What follows belongs to an exercise in optimizing a design on an open flow for small area and a short achievable clock period; a production flow would make more cautious choices.
Where RTL was checked, it was by simulation tests only, not by an equivalence proof against the original.

==> v1: inputs <==
==> flow/design.v (excerpt) <==
module bubble_sort (
    input  logic         clk,
    input  logic         rst_n,
    input  logic         in_vld,
    input  logic [255:0] data_in,
    output logic         out_vld,
    output logic [255:0] data_o
);
==> module sort_cmp, before the edit <==
module sort_cmp (input logic [15:0] x, y, output logic lt);
    assign lt = x < y;
endmodule
export LEC_CHECK = 0
export CAP_MARGIN = 20
export CORE_MARGIN = 2
export CORE_UTILIZATION = 40
export SLEW_MARGIN = 20
export SYNTH_HIERARCHICAL = 1
export SYNTH_MINIMUM_KEEP_SIZE = 0
create_clock -name core_clock -period 45.0 [get_ports {clk}]
run.sh (not shown) runs the stock make flow with config.mk's settings and CLKGATE_MAP_FILE= SYNTH_SCRIPT=/design/flow/synth_recipe.tcl, a recipe that flattens the netlist after the stock synthesis.
==> v27 (differences from v1) <==
--- a/flow/design.v
+++ b/flow/design.v
@@ -525,5 +525,22 @@
     assign y = ~a;
 endmodule
 module sort_cmp (input logic [15:0] x, y, output logic lt);
-    assign lt = x < y;
+    logic [15:0] e;
+    logic [7:0] g1, e1;
+    logic [3:0] g2, e2;
+    logic [1:0] g3, e3;
+    assign e = ~(x ^ y);
+    for (genvar i = 0; i < 8; i++) begin : l1
+        assign g1[i] = e[2*i+1] ? y[2*i] : y[2*i+1];
+        assign e1[i] = e[2*i+1] & e[2*i];
+    end
+    for (genvar i = 0; i < 4; i++) begin : l2
+        assign g2[i] = e1[2*i+1] ? g1[2*i] : g1[2*i+1];
+        assign e2[i] = e1[2*i+1] & e1[2*i];
+    end
+    for (genvar i = 0; i < 2; i++) begin : l3
+        assign g3[i] = e2[2*i+1] ? g2[2*i] : g2[2*i+1];
+        assign e3[i] = e2[2*i+1] & e2[2*i];
+    end
+    assign lt = e3[1] ? g3[0] : g3[1];
 endmodule
- CAP_MARGIN: 20 -> 70
- SLEW_MARGIN: 20 -> 70
==> summary of the runs <==
Of v27 and v1, v1 has the higher clock-buffer cell count (gap 6).
Routed wire length: v27 is higher than v1 (about 3%).
Synthesized cell count: v27 is lower than v1 (about 3%).
Against v1, the non-clock buffer count of v27 is higher by 230.
Sequential cell count is the same in v27 and v1.
Between v1 and v27, the lower utilization is in v1 (gap 11 points).
Of v27 and v1, v27 has the higher via count (gap about 1.5%, measured against v1).
==> figures <==
| metric | v1 | v27 |
|---|---|---|
| DRT met1 WL | 85800 µm | 84500 µm |
| Maximum clock frequency | 72.3 MHz | 76.3 MHz |
| Met1 capacity usage during global routing | 38.6% | 40.6% |
| Share of the cycle needed by the critical path after routing | 30.7% | 29.1% |
| Simple-gate share of the synthesized area | 4.88% | 7.15% |
| Part of the Yosys area used for sequential elements | 30.4% | 32.0% |
| Iteration-0 DRC count of the detailed router | 5248 | 4929 |
| Fraction of area in multi-input gates | 50.2% | 56.9% |
| Area growth, synth to finish | 21.3% | 48.8% |
| Count of standard-cell rows | 130 | 127 |
| Net total in the final layout | 7851 | 6998 |
| Data arrival at the endpoint of the critical path | 14.44 ns | 13.71 ns |
| Starting density of the core | 40.4% | 40.3% |
| Xor/xnor cell area share of the yosys netlist | 0% | 13.0% |
| Slowest library cell on the worst path | sky130_fd_sc_hd__o22ai_1 | sky130_fd_sc_hd__dfxtp_1 |
| Outcome | finished clean | finished clean |
| Height of the chip | 360 µm | 352 µm |
| Proportion of cell area spent on the clock network | 4.72% | 4.21% |
| Clock latency on the worst-skew pair | 0.72 ns | 0.74 ns |
No functional check of the RTL was part of any run of this note.


==> v37 <==
bubble_sort, a different RTL version from the one above (not shown whole).
export LEC_CHECK = 0
export CAP_MARGIN = 20
export CORE_MARGIN = 2
export CORE_UTILIZATION = 40
export SLEW_MARGIN = 20
create_clock -name core_clock -period 45.0 [get_ports {clk}]
==> inputs of v14, as changes to v37 <==
ABC_CLOCK_PERIOD_IN_PS = 8000   (was default)
==> summary.txt <==
Hold Path Sink: v37 r2_0[11]; v14 r2_0[11]
Post-Syn Nets: v37 8070; v14 8070
Total global-route track usage: v37 28.4%; v14 28.4%
Share of cell area taken by flip-flops and latches: v37 21.9%; v14 21.9%
Remaining number of nets flagged by the antenna check after routing: v37 0; v14 0
Peak Freq: v37 0.0677 GHz; v14 0.0677 GHz
Synth Area in Adders: v37 17.9%; v14 17.9%
Post-Layout Inst Area: v37 70700 um^2; v14 70700 um^2
Multi-input combinational area share: v37 57.6%; v14 57.6%
Final clock skew: v37 0.0392 ns; v14 0.0392 ns
Clock tree from TritonCTS: v37 yes; v14 yes
Tapcells: v37 2016; v14 2016
Most frequent standard cell in the layout excluding fill and tap cells: v37 sky130_fd_sc_hd__mux2i_1; v14 sky130_fd_sc_hd__mux2i_1
Critical Path Max Stage Delay: v37 0.94 ns; v14 0.94 ns
Total Wirelength: v37 225000 um; v14 225000 um
DP HPWL: v37 194000 um; v14 194000 um
Number of gates resized after CTS: v37 0; v14 0
Crit path DAT: v37 15.36 ns; v14 15.36 ns
Top layer in use: v37 met5; v14 met5
Final non-clock buffer share: v37 8.06%; v14 8.06%
Complex-gate fraction of the synthesized area: v37 15.8%; v14 15.8%
Worst-case reg-to-reg path depth: v37 55; v14 55
Total congestion overflow: v37 0; v14 0
Run status: v37 complete, no violations; v14 complete, no violations
Detailed Route Iter0 Violations: v37 3989; v14 3989
Function was not checked in any run of this note: the RTL went through the layout flow alone.


==> job 4753 <==
bubble_sort, a different RTL version from the one above (not shown whole).
// bubble_sort
module bubble_sort (
    input  logic         clk,
    input  logic         rst_n,
    input  logic         in_vld,
    input  logic [255:0] data_in,
    output logic         out_vld,
    output logic [255:0] data_o
);
==> module sort_cmp, before the edit <==
module sort_cmp (input logic [15:0] x, y, output logic lt);
    logic [15:0] e;
    logic [7:0] g1, e1;
    logic [3:0] g2, e2;
    logic [1:0] g3, e3;
    assign e = ~(x ^ y);
    for (genvar i = 0; i < 8; i++) begin : l1
        assign g1[i] = e[2*i+1] ? y[2*i] : y[2*i+1];
        assign e1[i] = e[2*i+1] & e[2*i];
    end
    for (genvar i = 0; i < 4; i++) begin : l2
        assign g2[i] = e1[2*i+1] ? g1[2*i] : g1[2*i+1];
        assign e2[i] = e1[2*i+1] & e1[2*i];
    end
    for (genvar i = 0; i < 2; i++) begin : l3
        assign g3[i] = e2[2*i+1] ? g2[2*i] : g2[2*i+1];
        assign e3[i] = e2[2*i+1] & e2[2*i];
    end
    assign lt = e3[1] ? g3[0] : g3[1];
endmodule
clock: 45.0 ns
lec_check: 0
cap_margin: 20
core_margin: 2
core_utilization: 40
slew_margin: 20
synth_hierarchical: 1
synth_minimum_keep_size: 0
==> inputs of job 6743, as changes to job 4753 <==
--- a/flow/design.v
+++ b/flow/design.v
@@ -659,22 +659,40 @@
     assign y = ~a;
 endmodule
 module sort_cmp (input logic [15:0] x, y, output logic lt);
-    logic [15:0] e;
-    logic [7:0] g1, e1;
+    logic [15:1] e;
+    logic [7:0] g1n, e1n;
     logic [3:0] g2, e2;
-    logic [1:0] g3, e3;
-    assign e = ~(x ^ y);
+    logic [1:0] g3n, e3n;
+    for (genvar i = 1; i < 16; i++) begin : l0
+        sort_xnor u (.a(x[i]), .b(y[i]), .y(e[i]));
+    end
     for (genvar i = 0; i < 8; i++) begin : l1
-        assign g1[i] = e[2*i+1] ? y[2*i] : y[2*i+1];
-        assign e1[i] = e[2*i+1] & e[2*i];
+        sort_mux2i um (.s(e[2*i+1]), .a(y[2*i]), .b(y[2*i+1]), .y(g1n[i]));
+        if (i > 0) begin : ge
+            sort_nand2 ua (.a(e[2*i+1]), .b(e[2*i]), .y(e1n[i]));
+        end else begin : gz
+            assign e1n[i] = 1'b0;
+        end
     end
     for (genvar i = 0; i < 4; i++) begin : l2
-        assign g2[i] = e1[2*i+1] ? g1[2*i] : g1[2*i+1];
-        assign e2[i] = e1[2*i+1] & e1[2*i];
+        sort_mux2i um (.s(e1n[2*i+1]), .a(g1n[2*i+1]), .b(g1n[2*i]), .y(g2[i]));
+        sort_nor2 ua (.a(e1n[2*i+1]), .b(e1n[2*i]), .y(e2[i]));
     end
     for (genvar i = 0; i < 2; i++) begin : l3
-        assign g3[i] = e2[2*i+1] ? g2[2*i] : g2[2*i+1];
-        assign e3[i] = e2[2*i+1] & e2[2*i];
+        sort_mux2i um (.s(e2[2*i+1]), .a(g2[2*i]), .b(g2[2*i+1]), .y(g3n[i]));
+        sort_nand2 ua (.a(e2[2*i+1]), .b(e2[2*i]), .y(e3n[i]));
     end
-    assign lt = e3[1] ? g3[0] : g3[1];
+    sort_mux2i ur (.s(e3n[1]), .a(g3n[1]), .b(g3n[0]), .y(lt));
+endmodule
+module sort_xnor (input logic a, b, output logic y);
+    assign y = ~(a ^ b);
+endmodule
+module sort_mux2i (input logic s, a, b, output logic y);
+    assign y = ~(s ? a : b);
+endmodule
+module sort_nand2 (input logic a, b, output logic y);
+    assign y = ~(a & b);
+endmodule
+module sort_nor2 (input logic a, b, output logic y);
+    assign y = ~(a | b);
 endmodule
==> results.cfg <==
[cells_and_area]
multi_input_area_share_pct = 45.6

[drt]
drt-pass1-iter-count = 7
m1WireLength_um = 88500
met2WireLength_um = 97100

[outcome]
outcome = finished clean

[yosys]
syn_avg_cell_area_um2 = 8.79
synth_cell_types = 21
synthXorXnorAreaFrac_pct = 11.7

[setup_path]
reg2reg_slack_ps = 35060
max_stage_delay_ps = 600

[power_and_ir_drop]
That was job 4753.
==> results.cfg <==
[cells_and_area]
buf_share_pct = 8.49

[yosys]
synth_cell_types = 8
synthXorXnorAreaFrac_pct = 14.8
syn_avg_cell_area_um2 = 9.42

[timing]
hold_violations = 0
setup_ws_ps = 34330

[drt]
drt-pass1-iter-count = 6
met2WireLength_um = 91600
drc = 0
m1WireLength_um = 84500

[placement]
dp.cells = 7966
dp_hpwl_um = 167000

[setup_path]
reg2reg_slack_ps = 35910

[outcome]
outcome = finished clean
That was job 6743.
Function was not checked in any run of this note: the RTL went through the layout flow alone.


==> inputs of lagoon <==
bubble_sort, a different RTL version from the one above (not shown whole).
==> flow/design.v (excerpt) <==
module bubble_sort (
    input  logic         clk,
    input  logic         rst_n,
    input  logic         in_vld,
    input  logic [255:0] data_in,
    output logic         out_vld,
    output logic [255:0] data_o
);
clock: 45.0 ns
lec_check: 0
cap_margin: 20
core_margin: 2
core_utilization: 50
cts_cluster_diameter: 120
cts_cluster_size: 30
slew_margin: 20
synth_hierarchical: 1
synth_minimum_keep_size: 0
standard.sh (not shown) runs the stock make flow with config.mk's settings and CLKGATE_MAP_FILE= SYNTH_SCRIPT=/design/flow/synth_recipe.tcl, a recipe that flattens the netlist after the stock synthesis.
==> flow/flow/run.sh <==
#!/bin/bash
# The standard layout (standard.sh: the standard synthesis and ORFS steps
# unchanged), except that the buffer ORFS puts on every input and output port
# is a sky130_fd_sc_hd__buf_1 instead of the cell buffer_ports picks by default.
set -euo pipefail
bash standard.sh "BUFFER_PORTS_ARGS=-buffer_cell sky130_fd_sc_hd__buf_1" finish > standard.log 2>&1
==> fjord (differences from lagoon) <==
--- a/flow/design.v
+++ b/flow/design.v
@@ -526,12 +526,24 @@
     sort_inv u_ih_5_13_14 (.a(s_5_13_14), .y(snh_5_13_14));
     sort_inv u_il_5_13_14 (.a(s_5_13_14), .y(snl_5_13_14));
     sort_inv u_jh_5_13_14 (.a(t_5_13_14), .y(sh_5_13_14));
     sort_inv u_jl_5_13_14 (.a(t_5_13_14), .y(sl_5_13_14));
     sort_mux16 u_h_5_13_14 (.a(lo_4_12_14), .b(hi_4_13_15), .s(sh_5_13_14), .sn(snh_5_13_14), .y(hi_5_13_14));
     sort_mux16 u_l_5_13_14 (.a(hi_4_13_15), .b(lo_4_12_14), .s(sl_5_13_14), .sn(snl_5_13_14), .y(lo_5_13_14));
+    logic s_6_1_4;
+    sort_cmp u_c_6_1_4 (.x(hi_5_4_6), .y(hi_5_1_2), .lt(s_6_1_4));
+    logic s_6_2_6;
+    sort_cmp u_c_6_2_6 (.x(lo_5_4_6), .y(lo_5_1_2), .lt(s_6_2_6));
+    logic s_6_5_8;
+    sort_cmp u_c_6_5_8 (.x(hi_5_8_10), .y(hi_5_5_7), .lt(s_6_5_8));
+    logic s_6_7_10;
+    sort_cmp u_c_6_7_10 (.x(lo_5_8_10), .y(lo_5_5_7), .lt(s_6_7_10));
+    logic s_6_9_13;
+    sort_cmp u_c_6_9_13 (.x(hi_5_13_14), .y(hi_5_9_11), .lt(s_6_9_13));
+    logic s_6_11_14;
+    sort_cmp u_c_6_11_14 (.x(lo_5_13_14), .y(lo_5_9_11), .lt(s_6_11_14));
     logic [15:0] r1_0;
     logic [15:0] r1_1;
     logic [15:0] r1_2;
     logic [15:0] r1_3;
     logic [15:0] r1_4;
     logic [15:0] r1_5;
@@ -542,12 +554,18 @@
     logic [15:0] r1_10;
     logic [15:0] r1_11;
     logic [15:0] r1_12;
     logic [15:0] r1_13;
     logic [15:0] r1_14;
     logic [15:0] r1_15;
+    logic s_6_1_4_q;
+    logic s_6_2_6_q;
+    logic s_6_5_8_q;
+    logic s_6_7_10_q;
+    logic s_6_9_13_q;
+    logic s_6_11_14_q;
     always_ff @(posedge clk) begin
         r1_0 <= hi_4_0_2;
         r1_1 <= hi_5_1_2;
         r1_2 <= lo_5_1_2;
         r1_3 <= hi_5_3_12;
         r1_4 <= hi_5_4_6;
@@ -559,81 +577,75 @@
         r1_10 <= lo_5_8_10;
         r1_11 <= lo_5_9_11;
         r1_12 <= lo_5_3_12;
         r1_13 <= hi_5_13_14;
         r1_14 <= lo_5_13_14;
         r1_15 <= lo_4_13_15;
+        s_6_1_4_q <= s_6_1_4;
+        s_6_2_6_q <= s_6_2_6;
+        s_6_5_8_q <= s_6_5_8;
+        s_6_7_10_q <= s_6_7_10;
+        s_6_9_13_q <= s_6_9_13;
+        s_6_11_14_q <= s_6_11_14;
     end
-    logic s_6_1_4;
-    sort_cmp u_c_6_1_4 (.x(r1_4), .y(r1_1), .lt(s_6_1_4));
-    logic s_6_2_6;
-    sort_cmp u_c_6_2_6 (.x(r1_6), .y(r1_2), .lt(s_6_2_6));
-    logic s_6_5_8;
-    sort_cmp u_c_6_5_8 (.x(r1_8), .y(r1_5), .lt(s_6_5_8));
-    logic s_6_7_10;
-    sort_cmp u_c_6_7_10 (.x(r1_10), .y(r1_7), .lt(s_6_7_10));
-    logic s_6_9_13;
-    sort_cmp u_c_6_9_13 (.x(r1_13), .y(r1_9), .lt(s_6_9_13));
-    logic s_6_11_14;
-    sort_cmp u_c_6_11_14 (.x(r1_14), .y(r1_11), .lt(s_6_11_14));
     logic [15:0] hi_6_1_4, lo_6_1_4;
     logic t_6_1_4;
-    sort_inv u_it_6_1_4 (.a(s_6_1_4), .y(t_6_1_4));
+    sort_inv u_it_6_1_4 (.a(s_6_1_4_q), .y(t_6_1_4));
     logic snh_6_1_4, snl_6_1_4, sh_6_1_4, sl_6_1_4;
-    sort_inv u_ih_6_1_4 (.a(s_6_1_4), .y(snh_6_1_4));
-    sort_inv u_il_6_1_4 (.a(s_6_1_4), .y(snl_6_1_4));
+    sort_inv u_ih_6_1_4 (.a(s_6_1_4_q), .y(snh_6_1_4));
+    sort_inv u_il_6_1_4 (.a(s_6_1_4_q), .y(snl_6_1_4));
     sort_inv u_jh_6_1_4 (.a(t_6_1_4), .y(sh_6_1_4));
     sort_inv u_jl_6_1_4 (.a(t_6_1_4), .y(sl_6_1_4));
     sort_mux16 u_h_6_1_4 (.a(r1_4), .b(r1_1), .s(sh_6_1_4), .sn(snh_6_1_4), .y(hi_6_1_4));
     sort_mux16 u_l_6_1_4 (.a(r1_1), .b(r1_4), .s(sl_6_1_4), .sn(snl_6_1_4), .y(lo_6_1_4));
     logic [15:0] hi_6_2_6, lo_6_2_6;
     logic t_6_2_6;
-    sort_inv u_it_6_2_6 (.a(s_6_2_6), .y(t_6_2_6));
+    sort_inv u_it_6_2_6 (.a(s_6_2_6_q), .y(t_6_2_6));
     logic snh_6_2_6, snl_6_2_6, sh_6_2_6, sl_6_2_6;
-    sort_inv u_ih_6_2_6 (.a(s_6_2_6), .y(snh_6_2_6));
-    sort_inv u_il_6_2_6 (.a(s_6_2_6), .y(snl_6_2_6));
+    sort_inv u_ih_6_2_6 (.a(s_6_2_6_q), .y(snh_6_2_6));
+    sort_inv u_il_6_2_6 (.a(s_6_2_6_q), .y(snl_6_2_6));
     sort_inv u_jh_6_2_6 (.a(t_6_2_6), .y(sh_6_2_6));
     sort_inv u_jl_6_2_6 (.a(t_6_2_6), .y(sl_6_2_6));
     sort_mux16 u_h_6_2_6 (.a(r1_6), .b(r1_2), .s(sh_6_2_6), .sn(snh_6_2_6), .y(hi_6_2_6));
     sort_mux16 u_l_6_2_6 (.a(r1_2), .b(r1_6), .s(sl_6_2_6), .sn(snl_6_2_6), .y(lo_6_2_6));
     logic [15:0] hi_6_5_8, lo_6_5_8;
     logic t_6_5_8;
-    sort_inv u_it_6_5_8 (.a(s_6_5_8), .y(t_6_5_8));
+    sort_inv u_it_6_5_8 (.a(s_6_5_8_q), .y(t_6_5_8));
     logic snh_6_5_8, snl_6_5_8, sh_6_5_8, sl_6_5_8;
-    sort_inv u_ih_6_5_8 (.a(s_6_5_8), .y(snh_6_5_8));
-    sort_inv u_il_6_5_8 (.a(s_6_5_8), .y(snl_6_5_8));
+    sort_inv u_ih_6_5_8 (.a(s_6_5_8_q), .y(snh_6_5_8));
+    sort_inv u_il_6_5_8 (.a(s_6_5_8_q), .y(snl_6_5_8));
     sort_inv u_jh_6_5_8 (.a(t_6_5_8), .y(sh_6_5_8));
     sort_inv u_jl_6_5_8 (.a(t_6_5_8), .y(sl_6_5_8));
     sort_mux16 u_h_6_5_8 (.a(r1_8), .b(r1_5), .s(sh_6_5_8), .sn(snh_6_5_8), .y(hi_6_5_8));
     sort_mux16 u_l_6_5_8 (.a(r1_5), .b(r1_8), .s(sl_6_5_8), .sn(snl_6_5_8), .y(lo_6_5_8));
     logic [15:0] hi_6_7_10, lo_6_7_10;
     logic t_6_7_10;
-    sort_inv u_it_6_7_10 (.a(s_6_7_10), .y(t_6_7_10));
+    sort_inv u_it_6_7_10 (.a(s_6_7_10_q), .y(t_6_7_10));
     logic snh_6_7_10, snl_6_7_10, sh_6_7_10, sl_6_7_10;
-    sort_inv u_ih_6_7_10 (.a(s_6_7_10), .y(snh_6_7_10));
-    sort_inv u_il_6_7_10 (.a(s_6_7_10), .y(snl_6_7_10));
+    sort_inv u_ih_6_7_10 (.a(s_6_7_10_q), .y(snh_6_7_10));
+    sort_inv u_il_6_7_10 (.a(s_6_7_10_q), .y(snl_6_7_10));
     sort_inv u_jh_6_7_10 (.a(t_6_7_10), .y(sh_6_7_10));
     sort_inv u_jl_6_7_10 (.a(t_6_7_10), .y(sl_6_7_10));
     sort_mux16 u_h_6_7_10 (.a(r1_10), .b(r1_7), .s(sh_6_7_10), .sn(snh_6_7_10), .y(hi_6_7_10));
     sort_mux16 u_l_6_7_10 (.a(r1_7), .b(r1_10), .s(sl_6_7_10), .sn(snl_6_7_10), .y(lo_6_7_10));
     logic [15:0] hi_6_9_13, lo_6_9_13;
     logic t_6_9_13;
-    sort_inv u_it_6_9_13 (.a(s_6_9_13), .y(t_6_9_13));
+    sort_inv u_it_6_9_13 (.a(s_6_9_13_q), .y(t_6_9_13));
     logic snh_6_9_13, snl_6_9_13, sh_6_9_13, sl_6_9_13;
-    sort_inv u_ih_6_9_13 (.a(s_6_9_13), .y(snh_6_9_13));
-    sort_inv u_il_6_9_13 (.a(s_6_9_13), .y(snl_6_9_13));
+    sort_inv u_ih_6_9_13 (.a(s_6_9_13_q), .y(snh_6_9_13));
+    sort_inv u_il_6_9_13 (.a(s_6_9_13_q), .y(snl_6_9_13));
     sort_inv u_jh_6_9_13 (.a(t_6_9_13), .y(sh_6_9_13));
     sort_inv u_jl_6_9_13 (.a(t_6_9_13), .y(sl_6_9_13));
     sort_mux16 u_h_6_9_13 (.a(r1_13), .b(r1_9), .s(sh_6_9_13), .sn(snh_6_9_13), .y(hi_6_9_13));
     sort_mux16 u_l_6_9_13 (.a(r1_9), .b(r1_13), .s(sl_6_9_13), .sn(snl_6_9_13), .y(lo_6_9_13));
     logic [15:0] hi_6_11_14, lo_6_11_14;
     logic t_6_11_14;
-    sort_inv u_it_6_11_14 (.a(s_6_11_14), .y(t_6_11_14));
+    sort_inv u_it_6_11_14 (.a(s_6_11_14_q), .y(t_6_11_14));
     logic snh_6_11_14, snl_6_11_14, sh_6_11_14, sl_6_11_14;
-    sort_inv u_ih_6_11_14 (.a(s_6_11_14), .y(snh_6_11_14));
-    sort_inv u_il_6_11_14 (.a(s_6_11_14), .y(snl_6_11_14));
+    sort_inv u_ih_6_11_14 (.a(s_6_11_14_q), .y(snh_6_11_14));
+    sort_inv u_il_6_11_14 (.a(s_6_11_14_q), .y(snl_6_11_14));
     sort_inv u_jh_6_11_14 (.a(t_6_11_14), .y(sh_6_11_14));
     sort_inv u_jl_6_11_14 (.a(t_6_11_14), .y(sl_6_11_14));
     sort_mux16 u_h_6_11_14 (.a(r1_14), .b(r1_11), .s(sh_6_11_14), .sn(snh_6_11_14), .y(hi_6_11_14));
     sort_mux16 u_l_6_11_14 (.a(r1_11), .b(r1_14), .s(sl_6_11_14), .sn(snl_6_11_14), .y(lo_6_11_14));
     logic s_7_2_4;
     sort_cmp u_c_7_2_4 (.x(hi_6_2_6), .y(lo_6_1_4), .lt(s_7_2_4));
Settings changed: CTS_CLUSTER_DIAMETER 120 to default, CTS_CLUSTER_SIZE 30 to default.
==> tundra (differences from lagoon) <==
--- a/flow/design.v
+++ b/flow/design.v
@@ -639,15 +639,15 @@
     sort_cmp u_c_7_2_4 (.x(hi_6_2_6), .y(lo_6_1_4), .lt(s_7_2_4));
     logic [15:0] iv0;
     sort_inv16 u_iv0 (.a(lo_6_2_6), .y(iv0));
     logic s_7_3_6;
     sort_cmp u_c_7_3_6 (.x(iv0), .y(r1_3), .lt(s_7_3_6));
     logic [15:0] iv1;
-    sort_inv16 u_iv1 (.a(r1_12), .y(iv1));
+    sort_inv16 u_iv1 (.a(hi_6_9_13), .y(iv1));
     logic s_7_9_12;
-    sort_cmp u_c_7_9_12 (.x(hi_6_9_13), .y(iv1), .lt(s_7_9_12));
+    sort_cmp u_c_7_9_12 (.x(r1_12), .y(iv1), .lt(s_7_9_12));
     logic s_7_11_13;
     sort_cmp u_c_7_11_13 (.x(hi_6_11_14), .y(lo_6_9_13), .lt(s_7_11_13));
     logic [15:0] hi_7_2_4, lo_7_2_4;
     logic t_7_2_4;
     sort_inv u_it_7_2_4 (.a(s_7_2_4), .y(t_7_2_4));
     logic snh_7_2_4, snl_7_2_4, sh_7_2_4, sl_7_2_4;
@@ -672,14 +672,14 @@
     sort_inv u_it_7_9_12 (.a(s_7_9_12), .y(t_7_9_12));
     logic snh_7_9_12, snl_7_9_12, sh_7_9_12, sl_7_9_12;
     sort_inv u_ih_7_9_12 (.a(s_7_9_12), .y(snh_7_9_12));
     sort_inv u_il_7_9_12 (.a(s_7_9_12), .y(snl_7_9_12));
     sort_inv u_jh_7_9_12 (.a(t_7_9_12), .y(sh_7_9_12));
     sort_inv u_jl_7_9_12 (.a(t_7_9_12), .y(sl_7_9_12));
-    sort_mux16 u_h_7_9_12 (.a(iv1), .b(hi_6_9_13), .s(sh_7_9_12), .sn(snh_7_9_12), .y(hi_7_9_12));
-    sort_mux16 u_l_7_9_12 (.a(hi_6_9_13), .b(iv1), .s(sl_7_9_12), .sn(snl_7_9_12), .y(lo_7_9_12));
+    sort_mux16 u_h_7_9_12 (.a(r1_12), .b(iv1), .s(sh_7_9_12), .sn(snh_7_9_12), .y(hi_7_9_12));
+    sort_mux16 u_l_7_9_12 (.a(iv1), .b(r1_12), .s(sl_7_9_12), .sn(snl_7_9_12), .y(lo_7_9_12));
     logic [15:0] hi_7_11_13, lo_7_11_13;
     logic t_7_11_13;
     sort_inv u_it_7_11_13 (.a(s_7_11_13), .y(t_7_11_13));
     logic snh_7_11_13, snl_7_11_13, sh_7_11_13, sl_7_11_13;
     sort_inv u_ih_7_11_13 (.a(s_7_11_13), .y(snh_7_11_13));
     sort_inv u_il_7_11_13 (.a(s_7_11_13), .y(snl_7_11_13));
@@ -688,20 +688,16 @@
     sort_mux16 u_h_7_11_13 (.a(lo_6_9_13), .b(hi_6_11_14), .s(sh_7_11_13), .sn(snh_7_11_13), .y(hi_7_11_13));
     sort_mux16 u_l_7_11_13 (.a(hi_6_11_14), .b(lo_6_9_13), .s(sl_7_11_13), .sn(snl_7_11_13), .y(lo_7_11_13));
     logic s_8_3_5;
     sort_cmp u_c_8_3_5 (.x(hi_7_3_6), .y(hi_6_5_8), .lt(s_8_3_5));
     logic s_8_6_8;
     sort_cmp u_c_8_6_8 (.x(lo_7_3_6), .y(lo_6_5_8), .lt(s_8_6_8));
-    logic [15:0] iv2;
-    sort_inv16 u_iv2 (.a(hi_7_9_12), .y(iv2));
     logic s_8_7_9;
-    sort_cmp u_c_8_7_9 (.x(hi_6_7_10), .y(iv2), .lt(s_8_7_9));
-    logic [15:0] iv3;
-    sort_inv16 u_iv3 (.a(lo_7_9_12), .y(iv3));
+    sort_cmp u_c_8_7_9 (.x(hi_6_7_10), .y(hi_7_9_12), .lt(s_8_7_9));
     logic s_8_10_12;
-    sort_cmp u_c_8_10_12 (.x(lo_6_7_10), .y(iv3), .lt(s_8_10_12));
+    sort_cmp u_c_8_10_12 (.x(lo_6_7_10), .y(lo_7_9_12), .lt(s_8_10_12));
     logic [15:0] hi_8_3_5, lo_8_3_5;
     logic t_8_3_5;
     sort_inv u_it_8_3_5 (.a(s_8_3_5), .y(t_8_3_5));
     logic snh_8_3_5, snl_8_3_5, sh_8_3_5, sl_8_3_5;
     sort_inv u_ih_8_3_5 (.a(s_8_3_5), .y(snh_8_3_5));
     sort_inv u_il_8_3_5 (.a(s_8_3_5), .y(snl_8_3_5));
@@ -724,24 +720,24 @@
     sort_inv u_it_8_7_9 (.a(s_8_7_9), .y(t_8_7_9));
     logic snh_8_7_9, snl_8_7_9, sh_8_7_9, sl_8_7_9;
     sort_inv u_ih_8_7_9 (.a(s_8_7_9), .y(snh_8_7_9));
     sort_inv u_il_8_7_9 (.a(s_8_7_9), .y(snl_8_7_9));
     sort_inv u_jh_8_7_9 (.a(t_8_7_9), .y(sh_8_7_9));
     sort_inv u_jl_8_7_9 (.a(t_8_7_9), .y(sl_8_7_9));
-    sort_mux16 u_h_8_7_9 (.a(iv2), .b(hi_6_7_10), .s(sh_8_7_9), .sn(snh_8_7_9), .y(hi_8_7_9));
-    sort_mux16 u_l_8_7_9 (.a(hi_6_7_10), .b(iv2), .s(sl_8_7_9), .sn(snl_8_7_9), .y(lo_8_7_9));
+    sort_mux16 u_h_8_7_9 (.a(hi_7_9_12), .b(hi_6_7_10), .s(sh_8_7_9), .sn(snh_8_7_9), .y(hi_8_7_9));
+    sort_mux16 u_l_8_7_9 (.a(hi_6_7_10), .b(hi_7_9_12), .s(sl_8_7_9), .sn(snl_8_7_9), .y(lo_8_7_9));
     logic [15:0] hi_8_10_12, lo_8_10_12;
     logic t_8_10_12;
     sort_inv u_it_8_10_12 (.a(s_8_10_12), .y(t_8_10_12));
     logic snh_8_10_12, snl_8_10_12, sh_8_10_12, sl_8_10_12;
     sort_inv u_ih_8_10_12 (.a(s_8_10_12), .y(snh_8_10_12));
     sort_inv u_il_8_10_12 (.a(s_8_10_12), .y(snl_8_10_12));
     sort_inv u_jh_8_10_12 (.a(t_8_10_12), .y(sh_8_10_12));
     sort_inv u_jl_8_10_12 (.a(t_8_10_12), .y(sl_8_10_12));
-    sort_mux16 u_h_8_10_12 (.a(iv3), .b(lo_6_7_10), .s(sh_8_10_12), .sn(snh_8_10_12), .y(hi_8_10_12));
-    sort_mux16 u_l_8_10_12 (.a(lo_6_7_10), .b(iv3), .s(sl_8_10_12), .sn(snl_8_10_12), .y(lo_8_10_12));
+    sort_mux16 u_h_8_10_12 (.a(lo_7_9_12), .b(lo_6_7_10), .s(sh_8_10_12), .sn(snh_8_10_12), .y(hi_8_10_12));
+    sort_mux16 u_l_8_10_12 (.a(lo_6_7_10), .b(lo_7_9_12), .s(sl_8_10_12), .sn(snl_8_10_12), .y(lo_8_10_12));
     logic s_9_3_4;
     sort_cmp u_c_9_3_4 (.x(lo_7_2_4), .y(hi_8_3_5), .lt(s_9_3_4));
     logic s_9_5_6;
     sort_cmp u_c_9_5_6 (.x(hi_8_6_8), .y(lo_8_3_5), .lt(s_9_5_6));
     logic s_9_7_8;
     sort_cmp u_c_9_7_8 (.x(lo_8_6_8), .y(hi_8_7_9), .lt(s_9_7_8));
@@ -796,48 +792,48 @@
     sort_inv u_ih_9_11_12 (.a(s_9_11_12), .y(snh_9_11_12));
     sort_inv u_il_9_11_12 (.a(s_9_11_12), .y(snl_9_11_12));
     sort_inv u_jh_9_11_12 (.a(t_9_11_12), .y(sh_9_11_12));
     sort_inv u_jl_9_11_12 (.a(t_9_11_12), .y(sl_9_11_12));
     sort_mux16 u_h_9_11_12 (.a(lo_8_10_12), .b(hi_7_11_13), .s(sh_9_11_12), .sn(snh_9_11_12), .y(hi_9_11_12));
     sort_mux16 u_l_9_11_12 (.a(hi_7_11_13), .b(lo_8_10_12), .s(sl_9_11_12), .sn(snl_9_11_12), .y(lo_9_11_12));
+    logic [15:0] iv2;
+    sort_inv16 u_iv2 (.a(lo_9_5_6), .y(iv2));
+    logic [15:0] iv3;
+    sort_inv16 u_iv3 (.a(hi_9_7_8), .y(iv3));
     logic s_10_6_7;
-    sort_cmp u_c_10_6_7 (.x(lo_9_5_6), .y(hi_9_7_8), .lt(s_10_6_7));
+    sort_cmp u_c_10_6_7 (.x(iv3), .y(iv2), .lt(s_10_6_7));
+    logic [15:0] iv4;
+    sort_inv16 u_iv4 (.a(lo_9_7_8), .y(iv4));
+    logic [15:0] iv5;
+    sort_inv16 u_iv5 (.a(hi_9_9_10), .y(iv5));
     logic s_10_8_9;
-    sort_cmp u_c_10_8_9 (.x(lo_9_7_8), .y(hi_9_9_10), .lt(s_10_8_9));
+    sort_cmp u_c_10_8_9 (.x(iv5), .y(iv4), .lt(s_10_8_9));
     logic [15:0] hi_10_6_7, lo_10_6_7;
     logic t_10_6_7;
     sort_inv u_it_10_6_7 (.a(s_10_6_7), .y(t_10_6_7));
     logic snh_10_6_7, snl_10_6_7, sh_10_6_7, sl_10_6_7;
     sort_inv u_ih_10_6_7 (.a(s_10_6_7), .y(snh_10_6_7));
     sort_inv u_il_10_6_7 (.a(s_10_6_7), .y(snl_10_6_7));
     sort_inv u_jh_10_6_7 (.a(t_10_6_7), .y(sh_10_6_7));
     sort_inv u_jl_10_6_7 (.a(t_10_6_7), .y(sl_10_6_7));
-    sort_mux16 u_h_10_6_7 (.a(hi_9_7_8), .b(lo_9_5_6), .s(sh_10_6_7), .sn(snh_10_6_7), .y(hi_10_6_7));
-    sort_mux16 u_l_10_6_7 (.a(lo_9_5_6), .b(hi_9_7_8), .s(sl_10_6_7), .sn(snl_10_6_7), .y(lo_10_6_7));
+    sort_mux16 u_h_10_6_7 (.a(iv3), .b(iv2), .s(sh_10_6_7), .sn(snh_10_6_7), .y(hi_10_6_7));
+    sort_mux16 u_l_10_6_7 (.a(iv2), .b(iv3), .s(sl_10_6_7), .sn(snl_10_6_7), .y(lo_10_6_7));
     logic [15:0] hi_10_8_9, lo_10_8_9;
     logic t_10_8_9;
     sort_inv u_it_10_8_9 (.a(s_10_8_9), .y(t_10_8_9));
     logic snh_10_8_9, snl_10_8_9, sh_10_8_9, sl_10_8_9;
     sort_inv u_ih_10_8_9 (.a(s_10_8_9), .y(snh_10_8_9));
     sort_inv u_il_10_8_9 (.a(s_10_8_9), .y(snl_10_8_9));
     sort_inv u_jh_10_8_9 (.a(t_10_8_9), .y(sh_10_8_9));
     sort_inv u_jl_10_8_9 (.a(t_10_8_9), .y(sl_10_8_9));
-    sort_mux16 u_h_10_8_9 (.a(hi_9_9_10), .b(lo_9_7_8), .s(sh_10_8_9), .sn(snh_10_8_9), .y(hi_10_8_9));
-    sort_mux16 u_l_10_8_9 (.a(lo_9_7_8), .b(hi_9_9_10), .s(sl_10_8_9), .sn(snl_10_8_9), .y(lo_10_8_9));
-    logic [15:0] iv4;
-    sort_inv16 u_iv4 (.a(hi_7_2_4), .y(iv4));
-    logic [15:0] iv5;
-    sort_inv16 u_iv5 (.a(hi_10_6_7), .y(iv5));
+    sort_mux16 u_h_10_8_9 (.a(iv5), .b(iv4), .s(sh_10_8_9), .sn(snh_10_8_9), .y(hi_10_8_9));
+    sort_mux16 u_l_10_8_9 (.a(iv4), .b(iv5), .s(sl_10_8_9), .sn(snl_10_8_9), .y(lo_10_8_9));
     logic [15:0] iv6;
-    sort_inv16 u_iv6 (.a(lo_10_6_7), .y(iv6));
+    sort_inv16 u_iv6 (.a(hi_7_2_4), .y(iv6));
     logic [15:0] iv7;
-    sort_inv16 u_iv7 (.a(hi_10_8_9), .y(iv7));
-    logic [15:0] iv8;
-    sort_inv16 u_iv8 (.a(lo_10_8_9), .y(iv8));
-    logic [15:0] iv9;
-    sort_inv16 u_iv9 (.a(lo_7_11_13), .y(iv9));
+    sort_inv16 u_iv7 (.a(lo_7_11_13), .y(iv7));
     logic [15:0] r2_0;
     logic [15:0] r2_1;
     logic [15:0] r2_2;
     logic [15:0] r2_3;
     logic [15:0] r2_4;
     logic [15:0] r2_5;
@@ -851,24 +847,24 @@
     logic [15:0] r2_13;
     logic [15:0] r2_14;
     logic [15:0] r2_15;
     always_ff @(posedge clk) begin
         r2_0 <= r1_0;
         r2_1 <= hi_6_1_4;
-        r2_2 <= iv4;
+        r2_2 <= iv6;
         r2_3 <= hi_9_3_4;
         r2_4 <= lo_9_3_4;
         r2_5 <= hi_9_5_6;
-        r2_6 <= iv5;
-        r2_7 <= iv6;
-        r2_8 <= iv7;
-        r2_9 <= iv8;
+        r2_6 <= hi_10_6_7;
+        r2_7 <= lo_10_6_7;
+        r2_8 <= hi_10_8_9;
+        r2_9 <= lo_10_8_9;
         r2_10 <= lo_9_9_10;
         r2_11 <= hi_9_11_12;
         r2_12 <= lo_9_11_12;
-        r2_13 <= iv9;
+        r2_13 <= iv7;
         r2_14 <= lo_6_11_14;
         r2_15 <= r1_15;
     end
     assign data_o[15:0] = r2_0;
     assign data_o[31:16] = r2_1;
     assign data_o[47:32] = r2_2;
==> summary of the runs <==
- lagoon ran to the end with no violations. fjord went through all stages and came out clean. tundra finished with timing, DRC and antenna clean.
- Synthesized area, lowest first: tundra, lagoon, fjord.
- Between lagoon and tundra, the lower die area is in tundra (gap 0.24%, measured against tundra).
- The highest maximum frequency belongs to fjord, the lowest to tundra.
- Between lagoon and fjord, the lower first-iteration DRC count is in fjord (gap about 6%, measured against fjord).
==> figures <==
	lagoon	tundra	fjord
Result of the run	no timing/DRC/antenna violations	no timing/DRC/antenna violations	no timing/DRC/antenna violations
Placeable core region	96600 µm²	96600 µm²	96700 µm²
Period Utilization, post-route	22.7%	22.7%	22.7%
Met3 routed WL	16.6 mm	16.5 mm	17.9 mm
Endpoint of the worst hold path	r2_0[10]	r2_0[11]	r2_15[15]
Setup slack of the most critical reg-to-reg path	35.67 ns	35.37 ns	35.28 ns
Share of cell area taken by multi-input logic gates	59.0%	59.0%	56.7%
Number of global-route vias before repair	43200	44000	45000
Final GP Congestion	1.12	1.11	1.10
Mux share of post-synthesis cell area	18.5%	18.5%	18.4%
Cell depth of the worst flop-to-flop path	35	33	40
Area taken by flip-flops and latches	15600 µm²	15600 µm²	15700 µm²
Synthesized netlist net count	5878	5846	5884
Chip Width	316 µm	316 µm	317 µm
Clock buffer instance count of the final layout	32	35	104
Number of sequential cells	779	779	785
The RTL of tundra was laid out without a check of its function.

## separate check: timing with driven ports
How much do the figures lean on ideal ports? The routed layouts below were timed once more, with nothing changed but the port constraints. Step 1, drivers: a clkbuf_16 drives clk and a buf_2 each remaining input, both assumed. Step 2 also shifts input and output timing later by t, the mid clock arrival at the registers, as if the neighbouring blocks saw the same clock. a / b / c = ideal / step 1 / step 2; a / b = the first two.
run | shift t [ns] | setup WS [ns] | hold WS [ns] | clock arrival spread, ns | slew at the worst register clock pin (ns)
v1 | 0.786 | 31.174 / 31.174 / 31.174 | 0.317 / 0.317 / 0.317 | 0.029 / 0.029 | 0.07 / 0.07
v27 | 0.797 | 31.901 / 31.901 / 31.901 | 0.311 / 0.311 / 0.311 | 0.035 / 0.035 | 0.07 / 0.07
v37 | 0.782 | 30.229 / 30.229 / 30.229 | 0.325 / 0.325 / 0.325 | 0.039 / 0.039 | 0.08 / 0.08
v14 | 0.782 | 30.229 / 30.229 / 30.229 | 0.325 / 0.325 / 0.325 | 0.039 / 0.039 | 0.08 / 0.08
job 4753 | 0.806 | 34.316 / 34.237 / 34.243 | 0.301 / 0.301 / 0.301 | 0.053 / 0.053 | 0.07 / 0.07
job 6743 | 0.798 | 34.332 / 34.255 / 34.384 | 0.313 / 0.313 / 0.313 | 0.050 / 0.049 | 0.08 / 0.08
lagoon | 0.764 | 34.768 / 34.692 / 34.857 | 0.319 / 0.319 / 0.319 | 0.037 / 0.037 | 0.12 / 0.12
fjord | 0.750 | 34.787 / 34.708 / 34.890 | 0.324 / 0.324 / 0.324 | 0.048 / 0.048 | 0.07 / 0.07
tundra | 0.768 | 34.766 / 34.688 / 34.794 | 0.308 / 0.308 / 0.308 | 0.047 / 0.047 | 0.12 / 0.12
After both steps setup and hold are still met in every run listed. For job 4753, which loses most, drivers alone change the setup slack by -0.079 ns; drivers and shift together by -0.073 ns.
